Background: an optimization exercise with open tools, aiming at small area, a short achievable clock period and few clock cycles per item. Do not read the settings as production practice.
RTL that was checked went through simulation tests only; none was proved equivalent to the original.

Design fp_carpma, start of the top module:
module fp_carpma(
    input clk_i, rst_i, en_i,
    input [31:0] x1_i, x2_i,
    output [31:0] sonuc_o,
    output done_o
    );
Size in the first run: roughly 1,400 cells after synthesis, ~71 flip-flops, ~100 I/O pins, ~11,000 um^2 of cells after synthesis.
export LEC_CHECK = 0
export ABC_AREA = 1
export CAP_MARGIN = 20
export CORE_MARGIN = 2
export CORE_UTILIZATION = 40
export SETUP_SLACK_MARGIN = 5
export SLEW_MARGIN = 20
create_clock -name core_clock -period 10.0 [get_ports {clk_i}]
standard.sh (not shown) runs the stock make flow with config.mk's settings and CLKGATE_MAP_FILE= SYNTH_SCRIPT=/design/flow/synth_recipe.tcl, a recipe that flattens the netlist after the stock synthesis.
==> flow/flow/run.sh <==
#!/bin/bash
set -uo pipefail
export BUFFER_PORTS_ARGS="-buffer_cell sky130_fd_sc_hd__buf_1"
export SYNTH_ARGS="-noabc"
bash standard.sh > flow.log 2>&1
The starting point passed the timing, DRC and antenna checks.
Testbench counts at the start, summed over its fixed seeds: cycles 7,192, items 2,400.
Then changed:
--- a/flow/design.v
+++ b/flow/design.v
@@ -14,38 +14,37 @@
   reg sg_q;
   reg z_q;
   wire run = en_i & ~rst_i;
   wire hold = cnt_q[1];
   wire c0 = ~cnt_q[1] & ~cnt_q[0];
   wire c1 = cnt_q[0];
   wire [29:0] r1 = {s_q, cy_q} + {c_q, cy_q};
   wire [24:0] ra = r1[29:5];
   wire [36:0] rin = ({12'd0, ra} & {37{c1}}) | ({ra, 12'd0} & {37{hold}});
-  wire [12:0] lx = {mb[11:0], 1'b0};
-  wire [12:0] hx = {mb[23:12], 1'b0};
+  wire [11:0] q = (mb[11:0] & {12{c0}}) | (mb[23:12] & {12{c1}});
+  wire [12:0] qx = {q, 1'b0};
   wire [5:0] ng, one, two;
-  wire q11 = (mb[11] & c0) | (mb[23] & c1);
   genvar g;
   generate for (g = 0; g < 6; g = g + 1) begin : bd
-    wire l0 = lx[2*g], l1 = lx[2*g+1], l2 = lx[2*g+2];
-    wire h0 = hx[2*g], h1 = hx[2*g+1], h2 = hx[2*g+2];
-    assign ng[g] = (l2 & c0) | (h2 & c1);
-    assign one[g] = ((l1 ^ l0) & c0) | ((h1 ^ h0) & c1);
-    assign two[g] = (((l2 & ~l1 & ~l0) | (~l2 & l1 & l0)) & c0) |
-                    (((h2 & ~h1 & ~h0) | (~h2 & h1 & h0)) & c1);
+    wire b0 = qx[2*g];
+    wire b1 = qx[2*g+1];
+    wire b2 = qx[2*g+2];
+    assign ng[g] = b2;
+    assign one[g] = b1 ^ b0;
+    assign two[g] = (b2 & ~b1 & ~b0) | (~b2 & b1 & b0);
   end endgenerate
   wire [24:0] bp0 = (({1'b0, ma} & {25{one[0]}}) | ({ma, 1'b0} & {25{two[0]}})) ^ {25{ng[0]}};
   wire [24:0] bp1 = (({1'b0, ma} & {25{one[1]}}) | ({ma, 1'b0} & {25{two[1]}})) ^ {25{ng[1]}};
   wire [24:0] bp2 = (({1'b0, ma} & {25{one[2]}}) | ({ma, 1'b0} & {25{two[2]}})) ^ {25{ng[2]}};
   wire [24:0] bp3 = (({1'b0, ma} & {25{one[3]}}) | ({ma, 1'b0} & {25{two[3]}})) ^ {25{ng[3]}};
   wire [24:0] bp4 = (({1'b0, ma} & {25{one[4]}}) | ({ma, 1'b0} & {25{two[4]}})) ^ {25{ng[4]}};
   wire [24:0] bp5 = (({1'b0, ma} & {25{one[5]}}) | ({ma, 1'b0} & {25{two[5]}})) ^ {25{ng[5]}};
-  wire [23:0] pr = ma & {24{q11}};
+  wire [23:0] pr = ma & {24{q[11]}};
   wire fs0 = rin[1] ^ ng[0] ^ bp0[0];
   wire fc0 = (rin[1] & ng[0]) | (rin[1] & bp0[0]) | (ng[0] & bp0[0]);
   wire fs1 = rin[3] ^ ng[1] ^ bp0[2];
   wire fc1 = (rin[3] & ng[1]) | (rin[3] & bp0[2]) | (ng[1] & bp0[2]);
   wire fs2 = rin[4] ^ bp0[3] ^ bp1[1];
   wire fc2 = (rin[4] & bp0[3]) | (rin[4] & bp1[1]) | (bp0[3] & bp1[1]);
   wire fs3 = rin[5] ^ ng[2] ^ bp0[4];
   wire fc3 = (rin[5] & ng[2]) | (rin[5] & bp0[4]) | (ng[2] & bp0[4]);
   wire fs4 = rin[6] ^ bp0[5] ^ bp1[3];
What happened:
- count of clock-buffer cells in the layout rose by 1
- synthesized cell count decreases by 2.6%
- design area went up by 2.2%
- core utilization went up by 0.79 points
- sequential cell count stays the same
- setup slack gets better by 0.056 ns
- routed wire length went up by about 9%
- clock skew is higher by 0.011 ns
- fmax came out higher by 1.1%
Testbench counts after the change, summed over its fixed seeds: cycles 7,192, items 2,400.

Another version of the RTL of fp_carpma (not shown whole).
Size: ~940 cells after synthesis.
==> flow/design.v (excerpt) <==
module fp_carpma(
    input clk_i, rst_i, en_i,
    input [31:0] x1_i, x2_i,
    output [31:0] sonuc_o,
    output done_o
    );
  wire nz1 = |x1_i;
  wire nz2 = |x2_i;
  wire [23:0] ma = {nz1, x1_i[22:0]};
  wire [23:0] mb = {nz2, x2_i[22:0]};
  reg [2:0] cnt_q;
  reg [24:0] s_q, c_q;
  reg cy_q;
  reg [7:0] e_q;
  reg sg_q;
  wire run = en_i & ~rst_i;
  wire hold = (cnt_q == 3'd4);
  wire sh = run & ~hold;
  wire hd = run & hold;
  reg [5:0] dig;
  always @(*) begin
    case (cnt_q)
      3'd0: dig = mb[5:0];
      3'd1: dig = mb[11:6];
      3'd2: dig = mb[17:12];
      3'd3: dig = mb[23:18];
      default: dig = 6'b0;
    endcase
  end
  wire [23:0] pp0 = ma & {24{dig[0]}};
  wire [23:0] pp1 = ma & {24{dig[1]}};
  wire [23:0] pp2 = ma & {24{dig[2]}};
  wire [23:0] pp3 = ma & {24{dig[3]}};
  wire [23:0] pp4 = ma & {24{dig[4]}};
  wire [23:0] pp5 = ma & {24{dig[5]}};
  wire hs0 = c_q[5] ^ s_q[5];
  wire hc0 = c_q[5] & s_q[5];
  wire fs0 = c_q[6] ^ s_q[6] ^ pp0[5];
  wire fc0 = (c_q[6] & s_q[6]) | (c_q[6] & pp0[5]) | (s_q[6] & pp0[5]);
  wire hs1 = pp1[4] ^ pp2[3];
  wire hc1 = pp1[4] & pp2[3];
  wire fs1 = c_q[7] ^ s_q[7] ^ pp0[6];
  wire fc1 = (c_q[7] & s_q[7]) | (c_q[7] & pp0[6]) | (s_q[7] & pp0[6]);
  ...
==> flow/config.mk <==
export PLATFORM = sky130hd
export DESIGN_NAME = fp_carpma
export DESIGN_NICKNAME = fp_carpma
export VERILOG_FILES = /design/flow/design.v
export SDC_FILE = /design/flow/constraint.sdc
export NUM_CORES = 4
export LEC_CHECK = 0
export CAP_MARGIN = 20
export CORE_MARGIN = 2
export CORE_UTILIZATION = 40
export SLEW_MARGIN = 20
==> flow/constraint.sdc <==
create_clock -name core_clock -period 10.0 [get_ports {clk_i}]
set_input_delay 2.0000 -clock core_clock [delete_from_list [all_inputs] [get_ports {clk_i}]]
set_output_delay 2.0000 -clock core_clock [all_outputs]
set_load 0.01 [all_outputs]
run.sh (not shown) runs the stock make flow with config.mk's settings and CLKGATE_MAP_FILE= SYNTH_SCRIPT=/design/flow/synth_recipe.tcl, a recipe that flattens the netlist after the stock synthesis.
Stock flow here: none of the scripts above is used.
Testbench counts at the start, summed over its fixed seeds: cycles 11,992, items 2,400.
==> next run, changes <==
--- a/flow/design.v
+++ b/flow/design.v
@@ -319,27 +319,25 @@
   wire fc131 = (fc79 & fs104) | (fc79 & fc103) | (fs104 & fc103);
   wire fs132 = hc5 ^ fs105 ^ fc104;
   wire fc132 = (hc5 & fs105) | (hc5 & fc104) | (fs105 & fc104);
   wire fs133 = hc6 ^ hs8 ^ fc105;
   wire fc133 = (hc6 & hs8) | (hc6 & fc105) | (hs8 & fc105);
   wire hs10 = pp5[23] ^ hc8;
   wire hc10 = pp5[23] & hc8;
   wire [30:0] ts = {hc10, hs10, fs133, fs132, fc130, fc129, fc128, fc127, fc126, fc125, fc124, fc123, fc122, fc121, fc120, fc119, fc118, fc117, fc116, fc115, fc114, fc113, fc112, fc111, fc110, fc109, fc108, fc107, fc106, hc9, s_q[0]};
   wire [30:0] tc = {1'b0, fc133, fc132, fc131, fs131, fs130, fs129, fs128, fs127, fs126, fs125, fs124, fs123, fs122, fs121, fs120, fs119, fs118, fs117, fs116, fs115, fs114, fs113, fs112, fs111, fs110, fs109, fs108, fs107, fs106, hs9};
-  wire [6:0] lo_sum = ts[5:0] + tc[5:0];
+  wire [6:0] lo_sum = {1'b0, ts[5:0]} + {1'b0, tc[5:0]};
   wire cy_d = lo_sum[6];
   always @(posedge clk_i) begin
     cnt_q <= run ? (hold ? cnt_q : cnt_q + 3'd1) : 3'd0;
     s_q <= (ts[30:6] & {25{sh}}) | (s_q & {25{hd}});
     c_q <= (tc[30:6] & {25{sh}}) | (c_q & {25{hd}});
     cy_q <= (cy_d & sh) | (cy_q & hd);
     e_q <= (nz1 & nz2) ? (x1_i[30:23] + x2_i[30:23] + 8'd129) : 8'd0;
     sg_q <= nz1 & nz2 & (x1_i[31] ^ x2_i[31]);
   end
-  wire [25:0] r1 = {s_q, cy_q} + {c_q, cy_q};
-  wire [24:0] r = r1[25:1];
+  wire [24:0] r = s_q + c_q + {24'd0, cy_q};
   wire [22:0] man = r[24] ? r[23:1] : r[22:0];
-  wire [7:0] e_inc = e_q + 8'd1;
-  wire [7:0] e = r[24] ? e_inc : e_q;
+  wire [7:0] e = e_q + {7'd0, r[24]};
   assign sonuc_o = {sg_q, e, man};
   assign done_o = hold;
 endmodule
What happened:
- The changed run passed the timing, DRC and antenna checks
- worst setup slack degrades by 0.61 ns
- area after synthesis went down slightly
- global-route usage grows by 0.14 points
- utilization fell by 0.20 points
The RTL of the second run of this note was laid out without a check of its function.

== old ==
fp_carpma with an RTL version that a note above also has.
Size: about 1,400 cells after synthesis, ~71 flip-flops, roughly 11,000 µm² of cells after synthesis.
Design fp_carpma, start of the top module:
module fp_carpma(
    input clk_i, rst_i, en_i,
    input [31:0] x1_i, x2_i,
    output [31:0] sonuc_o,
    output done_o
    );
  wire zero = ~|x1_i | ~|x2_i;
  wire [23:0] ma = {1'b1, x1_i[22:0]};
  wire [23:0] mb = {1'b1, x2_i[22:0]};
  reg [1:0] cnt_q;           
  reg [28:0] s_q, c_q;     
  reg cy_q;                  
  reg [7:0] e_q;
  reg sg_q;
  reg z_q;
  wire run = en_i & ~rst_i;
  wire hold = cnt_q[1];
  wire c0 = ~cnt_q[1] & ~cnt_q[0];
  wire c1 = cnt_q[0];
  wire [29:0] r1 = {s_q, cy_q} + {c_q, cy_q};
  wire [24:0] ra = r1[29:5];
  wire [36:0] rin = ({12'd0, ra} & {37{c1}}) | ({ra, 12'd0} & {37{hold}});
  wire [11:0] q = (mb[11:0] & {12{c0}}) | (mb[23:12] & {12{c1}});
  wire [12:0] qx = {q, 1'b0};
  wire [5:0] ng, one, two;
  genvar g;
  generate for (g = 0; g < 6; g = g + 1) begin : bd
    wire b0 = qx[2*g];
    wire b1 = qx[2*g+1];
    wire b2 = qx[2*g+2];
    assign ng[g] = b2;
    assign one[g] = b1 ^ b0;
    assign two[g] = (b2 & ~b1 & ~b0) | (~b2 & b1 & b0);
  end endgenerate
  wire [24:0] bp0 = (({1'b0, ma} & {25{one[0]}}) | ({ma, 1'b0} & {25{two[0]}})) ^ {25{ng[0]}};
  wire [24:0] bp1 = (({1'b0, ma} & {25{one[1]}}) | ({ma, 1'b0} & {25{two[1]}})) ^ {25{ng[1]}};
  wire [24:0] bp2 = (({1'b0, ma} & {25{one[2]}}) | ({ma, 1'b0} & {25{two[2]}})) ^ {25{ng[2]}};
  wire [24:0] bp3 = (({1'b0, ma} & {25{one[3]}}) | ({ma, 1'b0} & {25{two[3]}})) ^ {25{ng[3]}};
  wire [24:0] bp4 = (({1'b0, ma} & {25{one[4]}}) | ({ma, 1'b0} & {25{two[4]}})) ^ {25{ng[4]}};
  wire [24:0] bp5 = (({1'b0, ma} & {25{one[5]}}) | ({ma, 1'b0} & {25{two[5]}})) ^ {25{ng[5]}};
  wire [23:0] pr = ma & {24{q[11]}};
  wire fs0 = rin[1] ^ ng[0] ^ bp0[0];
  wire fc0 = (rin[1] & ng[0]) | (rin[1] & bp0[0]) | (ng[0] & bp0[0]);
  wire fs1 = rin[3] ^ ng[1] ^ bp0[2];
  wire fc1 = (rin[3] & ng[1]) | (rin[3] & bp0[2]) | (ng[1] & bp0[2]);
  wire fs2 = rin[4] ^ bp0[3] ^ bp1[1];
  wire fc2 = (rin[4] & bp0[3]) | (rin[4] & bp1[1]) | (bp0[3] & bp1[1]);
  wire fs3 = rin[5] ^ ng[2] ^ bp0[4];
  wire fc3 = (rin[5] & ng[2]) | (rin[5] & bp0[4]) | (ng[2] & bp0[4]);
  wire fs4 = rin[6] ^ bp0[5] ^ bp1[3];
  ...
==> flow/config.mk <==
export PLATFORM = sky130hd
export DESIGN_NAME = fp_carpma
export DESIGN_NICKNAME = fp_carpma
export VERILOG_FILES = /design/flow/design.v
export SDC_FILE = /design/flow/constraint.sdc
export NUM_CORES = 4
export LEC_CHECK = 0
export ABC_AREA = 1
export CAP_MARGIN = 20
export CORE_MARGIN = 2
export CORE_UTILIZATION = 40
export SETUP_SLACK_MARGIN = 4.75
export SLEW_MARGIN = 20
==> flow/constraint.sdc <==
create_clock -name core_clock -period 10.0 [get_ports {clk_i}]
set_input_delay 2.0000 -clock core_clock [delete_from_list [all_inputs] [get_ports {clk_i}]]
set_output_delay 2.0000 -clock core_clock [all_outputs]
set_load 0.01 [all_outputs]
standard.sh (not shown) runs the stock make flow with config.mk's settings and CLKGATE_MAP_FILE= SYNTH_SCRIPT=/design/flow/synth_recipe.tcl, a recipe that flattens the netlist after the stock synthesis.
Scripts as last shown in full above: flow/flow/run.sh
Testbench counts of old, summed over its fixed seeds: cycles 7,192, items 2,400.
Inputs modified between old and new:
--- a/flow/design.v
+++ b/flow/design.v
@@ -17,31 +17,32 @@
   wire hold = cnt_q[1];
   wire c0 = ~cnt_q[1] & ~cnt_q[0];
   wire c1 = cnt_q[0];
   wire [29:0] r1 = {s_q, cy_q} + {c_q, cy_q};
   wire [24:0] ra = r1[29:5];
   wire [36:0] rin = ({12'd0, ra} & {37{c1}}) | ({ra, 12'd0} & {37{hold}});
-  wire [11:0] q = (mb[11:0] & {12{c0}}) | (mb[23:12] & {12{c1}});
-  wire [12:0] qx = {q, 1'b0};
+  wire [12:0] lx = {mb[11:0], 1'b0};
+  wire [12:0] hx = {mb[23:12], 1'b0};
   wire [5:0] ng, one, two;
+  wire q11 = (mb[11] & c0) | (mb[23] & c1);
   genvar g;
   generate for (g = 0; g < 6; g = g + 1) begin : bd
-    wire b0 = qx[2*g];
-    wire b1 = qx[2*g+1];
-    wire b2 = qx[2*g+2];
-    assign ng[g] = b2;
-    assign one[g] = b1 ^ b0;
-    assign two[g] = (b2 & ~b1 & ~b0) | (~b2 & b1 & b0);
+    wire l0 = lx[2*g], l1 = lx[2*g+1], l2 = lx[2*g+2];
+    wire h0 = hx[2*g], h1 = hx[2*g+1], h2 = hx[2*g+2];
+    assign ng[g] = (l2 & c0) | (h2 & c1);
+    assign one[g] = ((l1 ^ l0) & c0) | ((h1 ^ h0) & c1);
+    assign two[g] = (((l2 & ~l1 & ~l0) | (~l2 & l1 & l0)) & c0) |
+                    (((h2 & ~h1 & ~h0) | (~h2 & h1 & h0)) & c1);
   end endgenerate
   wire [24:0] bp0 = (({1'b0, ma} & {25{one[0]}}) | ({ma, 1'b0} & {25{two[0]}})) ^ {25{ng[0]}};
   wire [24:0] bp1 = (({1'b0, ma} & {25{one[1]}}) | ({ma, 1'b0} & {25{two[1]}})) ^ {25{ng[1]}};
   wire [24:0] bp2 = (({1'b0, ma} & {25{one[2]}}) | ({ma, 1'b0} & {25{two[2]}})) ^ {25{ng[2]}};
   wire [24:0] bp3 = (({1'b0, ma} & {25{one[3]}}) | ({ma, 1'b0} & {25{two[3]}})) ^ {25{ng[3]}};
   wire [24:0] bp4 = (({1'b0, ma} & {25{one[4]}}) | ({ma, 1'b0} & {25{two[4]}})) ^ {25{ng[4]}};
   wire [24:0] bp5 = (({1'b0, ma} & {25{one[5]}}) | ({ma, 1'b0} & {25{two[5]}})) ^ {25{ng[5]}};
-  wire [23:0] pr = ma & {24{q[11]}};
+  wire [23:0] pr = ma & {24{q11}};
   wire fs0 = rin[1] ^ ng[0] ^ bp0[0];
   wire fc0 = (rin[1] & ng[0]) | (rin[1] & bp0[0]) | (ng[0] & bp0[0]);
   wire fs1 = rin[3] ^ ng[1] ^ bp0[2];
   wire fc1 = (rin[3] & ng[1]) | (rin[3] & bp0[2]) | (ng[1] & bp0[2]);
   wire fs2 = rin[4] ^ bp0[3] ^ bp1[1];
   wire fc2 = (rin[4] & bp0[3]) | (rin[4] & bp1[1]) | (bp0[3] & bp1[1]);
Findings:
- From old to new the numbers moved as follows: time the final worst path needs with I/O delays and setup moved down; total length of routed wires moved down; first-pass GRT wire length moved down; layout overhead on the synthesized area moved down; sequential fraction of total cell area level.
- The launching element of the worst setup path comes out x2_i[15] in one run and x2_i[1] in the other, namely in new and old respectively.
- Diff old -> new | via density per instance | down by a few percent
Testbench counts of new, summed over its fixed seeds: cycles 7,192, items 2,400.

==> separate check: timing with driven ports <==
Ports are ideal in the flow. The routed layouts listed here were re-timed in OpenROAD.
Step 1 (the two cells are an assumption about what drives the block):
set clk [get_ports {clk_i}]
set_driving_cell -lib_cell sky130_fd_sc_hd__clkbuf_16 $clk
set_driving_cell -lib_cell sky130_fd_sc_hd__buf_2 [delete_from_list [all_inputs] $clk]
Step 2 times the ports against the registers' clock, not the clock port: input delays grow and output delays shrink by t, the midpoint of the rising clock arrivals with the driver on.
Slacks: ideal ports / drivers / drivers and shift; pairs: ideal ports / drivers.
run | t, ns | setup WS [ns] | worst setup path at the end | cell pins on the clock port's net
the first run of note 1 | 0.384 | 4.968 / 4.990 / 4.606 | input to register | 1
the second run of note 1 | 0.397 | 5.024 / 5.029 / 4.654 | input to register | 1
the first run of note 2 | 0.381 | 4.000 / 3.957 / 4.166 | input to register | 1
the second run of note 2 | 0.382 | 3.386 / 3.345 / 3.727 | register to output | 1
old | 0.389 | 4.840 / 4.858 / 4.469 | input to register | 1
new | 0.380 | 4.874 / 4.888 / 4.508 | input to register | 1
After both steps setup and hold are still met in every run listed. The setup slack of old, which loses most, moves by +0.018 ns with the drivers and by -0.371 ns with both steps.
